Background: an optimization exercise with open tools, aiming at small area. Do not read the settings as production practice. In this exercise RTL edits were held to simulation tests only and were not proved equivalent to the original. The clock port is modelled as an ideal driver, which makes a skipped or thinned clock tree look cheaper than it is; a real chip needs a root buffer or a tree. Power is estimated from default activity; no workload was simulated.

fjord:
## CRYPTO_PROCESSOR
module CRYPTO_PROCESSOR #(parameter DBITS = 8)(
	input wire clk, rst, en, select,
	input wire [DBITS-1:0] plain_text,
	output wire [DBITS-1:0] led_out,
	output wire tx
);
==> flow/config.mk <==
export PLATFORM = sky130hd
export DESIGN_NAME = CRYPTO_PROCESSOR
export DESIGN_NICKNAME = CRYPTO_PROCESSOR
export VERILOG_FILES = /design/flow/design.v
export SDC_FILE = /design/flow/constraint.sdc
export NUM_CORES = 4
export LEC_CHECK = 0
export CAP_MARGIN = 20
export CORE_MARGIN = 2
export CORE_UTILIZATION = 70
export CTS_BUF_LIST = sky130_fd_sc_hd__clkbuf_8
export SLEW_MARGIN = 20
==> flow/constraint.sdc <==
create_clock -name core_clock -period 4.0 [get_ports {clk}]
set_input_delay 0.8000 -clock core_clock [delete_from_list [all_inputs] [get_ports {clk}]]
set_output_delay 0.8000 -clock core_clock [all_outputs]
set_load 0.01 [all_outputs]
standard.sh (not shown) runs the stock make flow with config.mk's settings and CLKGATE_MAP_FILE= SYNTH_SCRIPT=/design/flow/synth_recipe.tcl, a recipe that flattens the netlist after the stock synthesis.
==> flow/flow/run.sh <==
#!/bin/bash
export CTS_ARGS="-sink_clustering_enable -repair_clock_nets -buf_list sky130_fd_sc_hd__clkbuf_8 -dont_use_dummy_load"
export BUFFER_PORTS_ARGS="-buffer_cell sky130_fd_sc_hd__buf_1"
export RECOVER_POWER=100
bash standard.sh > standard.log 2>&1
| fjord | all stages done | FAIL | capacitance limit, slew limit |
Modified inputs, ember compared to fjord
==> flow/run.sh (new file) <==
#!/bin/bash
# synth_recipe.tcl (not shown) runs the flow's synth.tcl, then flattens the netlist and writes it again
# the make line also repeats each setting of config.mk as NAME=value (left out here)
make -C /OpenROAD-flow-scripts/flow DESIGN_CONFIG=/design/flow/config.mk WORK_HOME=/design/flow/orfs CLKGATE_MAP_FILE= SYNTH_SCRIPT=/design/flow/synth_recipe.tcl finish
removed: flow/flow/run.sh
removed: flow/standard.sh
### Flow results
Compared with fjord, in ember global-route usage picked up an extra 1.3 points; portion of total power attributed to the clock network moved up; global placer's final weighted congestion roughly the same; number of tap cells added at floorplan held.
ember: combinational share of power is 0.5 points lower than what fjord reported.
ember ended with every stage complete and zero timing, DRC or antenna violations.
Delta(maximum operating frequency, ember - fjord) < 0

========
The RTL this note starts from:
==> flow/design.v <==
module debounce (
	input wire clk, rst, btn,
	output wire db_tick
);
localparam [11:0] P = 12'hAAA;
reg level;        
reg waiting;      
reg [11:0] v;     
wire [11:0] q = v ^ P;
wire change = (~btn) ^ level;
wire last = waiting & (q == 12'h800);
always @(posedge clk) begin
	level <= rst & (level ^ (change & last));
	waiting <= rst & change & ~last;
	v <= ({q[10:0], ~(q[11] ^ q[10] ^ q[9] ^ q[3])} & {12{waiting}}) ^ P;
end
assign db_tick = change & last & ~level;
endmodule
module Tausworthe (
	input wire clk_in,
	input wire reset_in,
	input wire step,
	output wire [7:0] key
);
localparam [31:0] SEED0 = 32'h00FFFFFF, SEED1 = 32'h00CCCCCC, SEED2 = 32'h00FF00FF;
localparam [31:0] POL0 = 32'hFEFFEFFE, POL1 = 32'hCCCCCCC8, POL2 = 32'h00FF0070;
reg [31:1] r0;
reg [31:3] r1;
reg [31:4] r2;
wire [31:1] s0 = r0 ^ POL0[31:1];
wire [31:3] s1 = r1 ^ POL1[31:3];
wire [31:4] s2 = r2 ^ POL2[31:4];
wire [12:1] x0;
wire [6:3]  x1;
wire [20:4] x2;
genvar i;
generate
	for (i = 1; i <= 12; i = i + 1) begin : g0
		assign x0[i] = s0[i+6] ^ s0[i+19];
	end
	for (i = 3; i <= 6; i = i + 1) begin : g1
		assign x1[i] = s1[i+23] ^ s1[i+25];
	end
	for (i = 4; i <= 20; i = i + 1) begin : g2
		assign x2[i] = s2[i+8] ^ s2[i+11];
	end
endgenerate
wire [31:1] n0 = {s0[19:1], x0} ^ POL0[31:1];
wire [31:3] n1 = {s1[27:3], x1} ^ POL1[31:3];
wire [31:4] n2 = {s2[14:4], x2} ^ POL2[31:4];
wire st = step & reset_in;
wire hd = ~step & reset_in;
wire rs = ~reset_in;
always @(posedge clk_in) begin
	r0 <= (n0 & {31{st}}) | (r0 & {31{hd}}) | ((SEED0[31:1] ^ POL0[31:1]) & {31{rs}});
	r1 <= (n1 & {29{st}}) | (r1 & {29{hd}}) | ((SEED1[31:3] ^ POL1[31:3]) & {29{rs}});
	r2 <= (n2 & {28{st}}) | (r2 & {28{hd}}) | ((SEED2[31:4] ^ POL2[31:4]) & {28{rs}});
end
wire [31:0] w0 = {s0, x0[12]};
wire [31:0] w1 = {s1, x1[6:4]};
wire [31:0] w2 = {s2, x2[20:17]};
wire [7:0] y = w0[7:0] ^ w1[7:0] ^ w2[7:0];
function [7:0] lfsr7(input [7:0] b);
	integer k;
	begin
		lfsr7 = b;
		for (k = 0; k < 7; k = k + 1)
			lfsr7 = {lfsr7[6:0], lfsr7[7] ^ lfsr7[6] ^ lfsr7[2]};
	end
endfunction
assign key = lfsr7(y);
endmodule
module scrambler (
	input wire clk, rst, press,
	input wire [7:0] data_in,
	output wire step,
	output wire hold,
	output wire send_to_uart,
	output wire [7:0] data_in_reg
);
reg [3:0] c;
reg f;
always @* begin
	case (c)
		4'b0000: f = press;
		4'b0010, 4'b0100, 4'b1001, 4'b0011, 4'b0110, 4'b1011: f = 1'b1;
		default: f = 1'b0;
	endcase
end
always @(posedge clk or negedge rst)
	if(!rst)
		c <= 4'b0000;
	else
		c <= {c[2:0], f};
assign hold = c[2] | (c[3] & c[1]) | (c[3] & c[0]) | (c[1] & c[0]);
assign step = c[3] & c[2] & ~c[1];
assign send_to_uart = c[3] & ~c[2] & ~c[1] & ~c[0];
reg [7:0] data_in_hold;
assign data_in_reg = hold ? data_in_hold : data_in;
always @(posedge clk)
	data_in_hold <= data_in_reg;
endmodule
module Crypto_Module (
	input wire clk, rst, press,
	input wire [7:0] plain_text,
	output wire [7:0] cipher_text,
	output wire [7:0] plain_text_reg,
	output wire send_to_uart
);
	wire step, hold;
	wire [7:0] key;
	scrambler scram(
		.clk(clk),
		.rst(rst),
		.press(press),
		.data_in(plain_text),
		.step(step),
		.hold(hold),
		.send_to_uart(send_to_uart),
		.data_in_reg(plain_text_reg)
	);
	Tausworthe taus(
		.clk_in(clk),
		.reset_in(rst),
		.step(step),
		.key(key)
	);
	reg valid;
	always @(posedge clk or negedge rst)
		if(!rst) valid <= 1'b0;
		else if(step) valid <= 1'b1;
	assign cipher_text = plain_text ^ (key & {8{valid}});
endmodule
module uart_tx (
	input wire clk, reset, tx_start, s_tick,
	input wire [7:0] din,
	output wire tx
);
	reg [9:0] sr;
	reg [3:0] s;
	reg tx_reg;
	wire idle = ~|sr;
	wire bit_end = s_tick & (&s);
	wire ld = idle & tx_start & reset;
	wire sh = bit_end & reset;
	wire hd = ~(idle & tx_start) & ~bit_end & reset;
	always @(posedge clk, negedge reset)
		if(!reset)
			tx_reg <= 1'b1;
		else
			tx_reg <= sr[0] | idle;
	always @(posedge clk) begin
		s <= idle ? 4'd0 : s + {3'd0, s_tick};
		sr <= ({1'b1, din, 1'b0} & {10{ld}}) | ({1'b0, sr[9:1]} & {10{sh}}) | (sr & {10{hd}});
	end
	assign tx = tx_reg;
endmodule
module mux #(parameter N = 8)(
	input wire select,
	input wire [N-1:0] in_1, in_2,
	output wire [N-1:0] out
);
	assign out = (select ? in_2 : in_1);
endmodule
module mod_m_counter (
	input wire clk, rst,
	output wire max_tick
);
	localparam [8:0] P = 9'b010101010, A = 9'b011001001;
	reg [8:0] v;
	wire [8:0] r = v ^ P;
	assign max_tick = ~r[8] & r[6] & ~r[4] & ~r[3] & r[2] & ~r[1] & ~r[0];
	wire [8:0] r_next = {r[7:0], r[8] ^ r[4] ^ max_tick};
	always @(posedge clk)
		v <= (rst ? r_next : A) ^ P;
endmodule
module CRYPTO_PROCESSOR #(parameter DBITS = 8)(
	input wire clk, rst, en, select,
	input wire [DBITS-1:0] plain_text,
	output wire [DBITS-1:0] led_out,
	output wire tx
);
	wire press;                  
	wire [7:0] cipher_text, plain_text_reg;
	wire send_to_uart, s_tick;
	debounce btn_debounce(
		.clk(clk),
		.rst(rst),
		.btn(en),
		.db_tick(press)
	);
	Crypto_Module crypto_mod(
		.clk(clk),
		.rst(rst),
		.press(press),
		.plain_text(plain_text),
		.send_to_uart(send_to_uart),
		.cipher_text(cipher_text),
		.plain_text_reg(plain_text_reg)
	);
	uart_tx uart_tx_mod(
		.clk(clk),
		.reset(rst),
		.tx_start(send_to_uart),
		.s_tick(s_tick),
		.din(cipher_text),
		.tx(tx)
	);
	mux #(.N(DBITS)) mux1 (
		.select(select),
		.in_1(cipher_text),
		.in_2(plain_text_reg),
		.out(led_out)
	);
	mod_m_counter counter(
		.clk(clk),
		.rst(rst),
		.max_tick(s_tick)
	);
endmodule
clock: 4.0 ns
lec_check: 0
abc_area: 1
cap_margin: 20
core_margin: 2
core_utilization: 70
cts_buf_list: sky130_fd_sc_hd__clkbuf_8
slew_margin: 20
==> flow/flow/run.sh <==
#!/bin/bash
# The standard layout (standard.sh) with these changes:
#  - synthesis maps logic with an area-oriented ABC script
#    (flow/abc_area.script, used through a copy of the ORFS scripts folder);
#    registers are mapped before ABC runs, so they are the standard
#    synthesis's registers;
#  - the clock tree is built by flow/manual_cts.tcl instead of TritonCTS:
#    the clock port drives one root inverter, which drives 8 leaf inverters (two inversions, so the flip-flops see the clock as it is),
#    each at the centre of a balanced k-means cluster of flip-flops;
#  - ports are buffered with sky130_fd_sc_hd__buf_1.
# Each tool's output goes to the ORFS logs; standard.sh's to standard.log.
set -euo pipefail
HERE=$(pwd)
rm -rf "$HERE/scripts_local"
cp -r "$FLOW_HOME/scripts" "$HERE/scripts_local"
cp "$HERE/flow/abc_area.script" "$HERE/scripts_local/abc_area.script"
python3 - "$HERE" <<'PY'
import sys
here = sys.argv[1]
p = here + "/scripts_local/cts.tcl"
s = open(p).read()
old = "log_cmd clock_tree_synthesis {*}$cts_args"
assert old in s
s = s.replace(old, "source " + here + "/flow/manual_cts.tcl\n"
              "mcts_build 8 sky130_fd_sc_hd__inv_6 sky130_fd_sc_hd__inv_4\n"
              "set_propagated_clock [all_clocks]")
open(p, "w").write(s)
PY
export SCRIPTS_DIR="$HERE/scripts_local"
export BUFFER_PORTS_ARGS="-buffer_cell sky130_fd_sc_hd__buf_1"
bash standard.sh > standard.log 2>&1
==> flow/flow/manual_cts.tcl <==
proc mcts_out {inst} {
  set it [$inst findITerm X]
  if {$it eq "NULL" || $it eq ""} { set it [$inst findITerm Y] }
  return $it
}
# Manual clock tree: the clock port drives NBUF leaf buffers (a balanced
# one-level tree), each placed at the centre of a k-means cluster of the
# flip-flops it drives.
proc mcts_build {nbuf bufcell {rootcell ""}} {
  set block [ord::get_db_block]
  set db [ord::get_db]
  set clk_net [$block findNet clk]
  set sinks {}
  foreach it [$clk_net getITerms] {
    if {[$it isInputSignal]} { lappend sinks $it }
  }
  set n [llength $sinks]
  set xs {}; set ys {}
  foreach it $sinks {
    set loc [[$it getInst] getLocation]
    lappend xs [lindex $loc 0]; lappend ys [lindex $loc 1]
  }
  # initial centres: spread along sorted x then y
  set cx {}; set cy {}
  set idx [lsort -integer -indices $xs]
  for {set k 0} {$k < $nbuf} {incr k} {
    set i [lindex $idx [expr {int(($k + 0.5) * $n / $nbuf)}]]
    lappend cx [lindex $xs $i]; lappend cy [lindex $ys $i]
  }
  # balanced k-means: assign by distance with a capacity limit
  set cap [expr {int(ceil(double($n) / $nbuf))}]
  for {set iter 0} {$iter < 30} {incr iter} {
    set pairs {}
    for {set i 0} {$i < $n} {incr i} {
      for {set k 0} {$k < $nbuf} {incr k} {
        set d [expr {abs([lindex $xs $i]-[lindex $cx $k]) + abs([lindex $ys $i]-[lindex $cy $k])}]
        lappend pairs [list $d $i $k]
      }
    }
    set pairs [lsort -integer -index 0 $pairs]
    set assign [lrepeat $n -1]
    set cnt [lrepeat $nbuf 0]
    foreach p $pairs {
      lassign $p d i k
      if {[lindex $assign $i] >= 0} continue
      if {[lindex $cnt $k] >= $cap} continue
      lset assign $i $k
      lset cnt $k [expr {[lindex $cnt $k] + 1}]
    }
    set sx [lrepeat $nbuf 0]; set sy [lrepeat $nbuf 0]
    for {set i 0} {$i < $n} {incr i} {
      set k [lindex $assign $i]
      lset sx $k [expr {[lindex $sx $k] + [lindex $xs $i]}]
      lset sy $k [expr {[lindex $sy $k] + [lindex $ys $i]}]
    }
    for {set k 0} {$k < $nbuf} {incr k} {
      set c [lindex $cnt $k]
      if {$c > 0} {
        lset cx $k [expr {[lindex $sx $k] / $c}]
        lset cy $k [expr {[lindex $sy $k] / $c}]
      }
    }
  }
  set master [$db findMaster $bufcell]
  set drv_net $clk_net
  if {$rootcell ne ""} {
    set rinst [odb::dbInst_create $block [$db findMaster $rootcell] "mcts_root"]
    set rnet [odb::dbNet_create $block "mcts_clk_root"]
    $rnet setSigType CLOCK
    [$rinst findITerm A] connect $clk_net
    [mcts_out $rinst] connect $rnet
    set mx 0; set my 0
    for {set k 0} {$k < $nbuf} {incr k} { set mx [expr {$mx + [lindex $cx $k]}]; set my [expr {$my + [lindex $cy $k]}] }
    $rinst setLocation [expr {int($mx / $nbuf)}] [expr {int($my / $nbuf)}]
    $rinst setPlacementStatus PLACED
    set drv_net $rnet
  }
  for {set k 0} {$k < $nbuf} {incr k} {
    set inst [odb::dbInst_create $block $master "mcts_buf_$k"]
    set net [odb::dbNet_create $block "mcts_clk_$k"]
    $net setSigType CLOCK
    [$inst findITerm A] connect $drv_net
    [mcts_out $inst] connect $net
    $inst setLocation [expr {int([lindex $cx $k])}] [expr {int([lindex $cy $k])}]
    $inst setPlacementStatus PLACED
    set b($k) $net
  }
  for {set i 0} {$i < $n} {incr i} {
    set it [lindex $sinks $i]
    $it disconnect
    $it connect $b([lindex $assign $i])
  }
  puts "mcts: $n sinks, $nbuf x $bufcell, cluster sizes $cnt"
}
Other scripts of this flow, unchanged in this note and not shown: flow/flow/abc_area.script
The baseline went through all stages and came out clean.
Next try:
--- a/flow/flow/run.sh
+++ b/flow/flow/run.sh
@@ -7,3 +7,3 @@
 #  - the clock tree is built by flow/manual_cts.tcl instead of TritonCTS:
-#    the clock port drives one root inverter, which drives 8 leaf inverters (two inversions, so the flip-flops see the clock as it is),
+#    the clock port drives one root buffer, which drives MCTS_N leaf buffers,
 #    each at the centre of a balanced k-means cluster of flip-flops;
@@ -24,3 +24,3 @@
 s = s.replace(old, "source " + here + "/flow/manual_cts.tcl\n"
-              "mcts_build 8 sky130_fd_sc_hd__inv_6 sky130_fd_sc_hd__inv_4\n"
+              "mcts_build 8 sky130_fd_sc_hd__clkbuf_8 sky130_fd_sc_hd__clkbuf_4\n"
               "set_propagated_clock [all_clocks]")
--- a/flow/flow/manual_cts.tcl
+++ b/flow/flow/manual_cts.tcl
@@ -1,6 +1 @@
-proc mcts_out {inst} {
-  set it [$inst findITerm X]
-  if {$it eq "NULL" || $it eq ""} { set it [$inst findITerm Y] }
-  return $it
-}
 # Manual clock tree: the clock port drives NBUF leaf buffers (a balanced
@@ -70,3 +65,3 @@
     [$rinst findITerm A] connect $clk_net
-    [mcts_out $rinst] connect $rnet
+    [$rinst findITerm X] connect $rnet
     set mx 0; set my 0
@@ -82,3 +77,3 @@
     [$inst findITerm A] connect $drv_net
-    [mcts_out $inst] connect $net
+    [$inst findITerm X] connect $net
     $inst setLocation [expr {int([lindex $cx $k])}] [expr {int([lindex $cy $k])}]
The changed run finished with timing, DRC and antenna clean.
Final area rose slightly.
Total power is higher by a few percent.
Register-to-register slack gains 0.02 ns.
Final cell count is unchanged.
Utilization goes up by 0.60 points.
Worst setup slack is worse by 0.17 ns.
Critical path depth stays the same.
Sequential share of layout area came out lower by 0.42 points.
Next try:
CORE_UTILIZATION = 85   (was 70)
CTS_BUF_LIST = default   (was sky130_fd_sc_hd__clkbuf_8)
Result: The new run finished clean; flip-flop and latch count stays the same; wire length grows by 47%; total power grows by 0.86%; sequential power barely changes; worst setup slack got worse by 0.25 ns.
Next try:
--- a/flow/flow/run.sh
+++ b/flow/flow/run.sh
@@ -7,3 +7,3 @@
 #  - the clock tree is built by flow/manual_cts.tcl instead of TritonCTS:
-#    the clock port drives one root buffer, which drives MCTS_N leaf buffers,
+#    the clock port drives one root inverter, which drives 8 leaf inverters (two inversions, so the flip-flops see the clock as it is),
 #    each at the centre of a balanced k-means cluster of flip-flops;
@@ -24,3 +24,3 @@
 s = s.replace(old, "source " + here + "/flow/manual_cts.tcl\n"
-              "mcts_build 8 sky130_fd_sc_hd__clkbuf_8 sky130_fd_sc_hd__clkbuf_4\n"
+              "mcts_build 8 sky130_fd_sc_hd__inv_6 sky130_fd_sc_hd__inv_4\n"
               "set_propagated_clock [all_clocks]")
--- a/flow/flow/manual_cts.tcl
+++ b/flow/flow/manual_cts.tcl
@@ -1 +1,6 @@
+proc mcts_out {inst} {
+  set it [$inst findITerm X]
+  if {$it eq "NULL" || $it eq ""} { set it [$inst findITerm Y] }
+  return $it
+}
 # Manual clock tree: the clock port drives NBUF leaf buffers (a balanced
@@ -65,3 +70,3 @@
     [$rinst findITerm A] connect $clk_net
-    [$rinst findITerm X] connect $rnet
+    [mcts_out $rinst] connect $rnet
     set mx 0; set my 0
@@ -77,3 +82,3 @@
     [$inst findITerm A] connect $drv_net
-    [$inst findITerm X] connect $net
+    [mcts_out $inst] connect $net
     $inst setLocation [expr {int([lindex $cx $k])}] [expr {int([lindex $cy $k])}]
CORE_UTILIZATION = 80   (was 85)
The changed run finished with timing, DRC and antenna clean; synthesized area is unchanged; final area went down slightly; worst setup slack improves by 0.34 ns; power went down by a few percent; fmax went up by roughly a tenth; clock power went down by about a fifth; utilization went down by 6.4 points.
In every run of this note, the design's own scripts or RTL, not TritonCTS, make the clock network.

## re-timing with driven ports
In the flow no input, the clock included, has a driving cell. The finished layouts below were timed again as built, in two steps.
Step 1: set_driving_cell puts a clkbuf_16 on clk and a buf_2 on each other input, an assumption about the parent block.
Step 2, shift: input delay + t, output delay - t, t = (earliest + latest rising clock arrival at the registers) / 2. This alone moves slack from input paths to output paths.
Slacks: ideal / step 1 / step 2; pairs: ideal / step 1.
run	t (ns)	setup slack, ns	hold WS [ns]	pins driven straight from the clock port
fjord	0.438	0.126 / 0.092 / 0.496	0.359 / 0.359 / 0.359	1
ember	0.459	0.090 / 0.057 / 0.516	0.362 / 0.362 / 0.362	1
the first run of note 2	0.319	0.513 / 0.479 / 0.798	0.384 / 0.384 / 0.384	1
the second run of note 2	0.499	0.343 / 0.316 / 0.815	0.223 / 0.220 / 0.380	1
the third run of note 2	0.493	0.093 / 0.065 / 0.558	0.245 / 0.239 / 0.387	1
the fourth run of note 2	0.318	0.429 / 0.397 / 0.715	0.386 / 0.386 / 0.386	1
The worst setup slack also covers recovery checks on asynchronous resets.
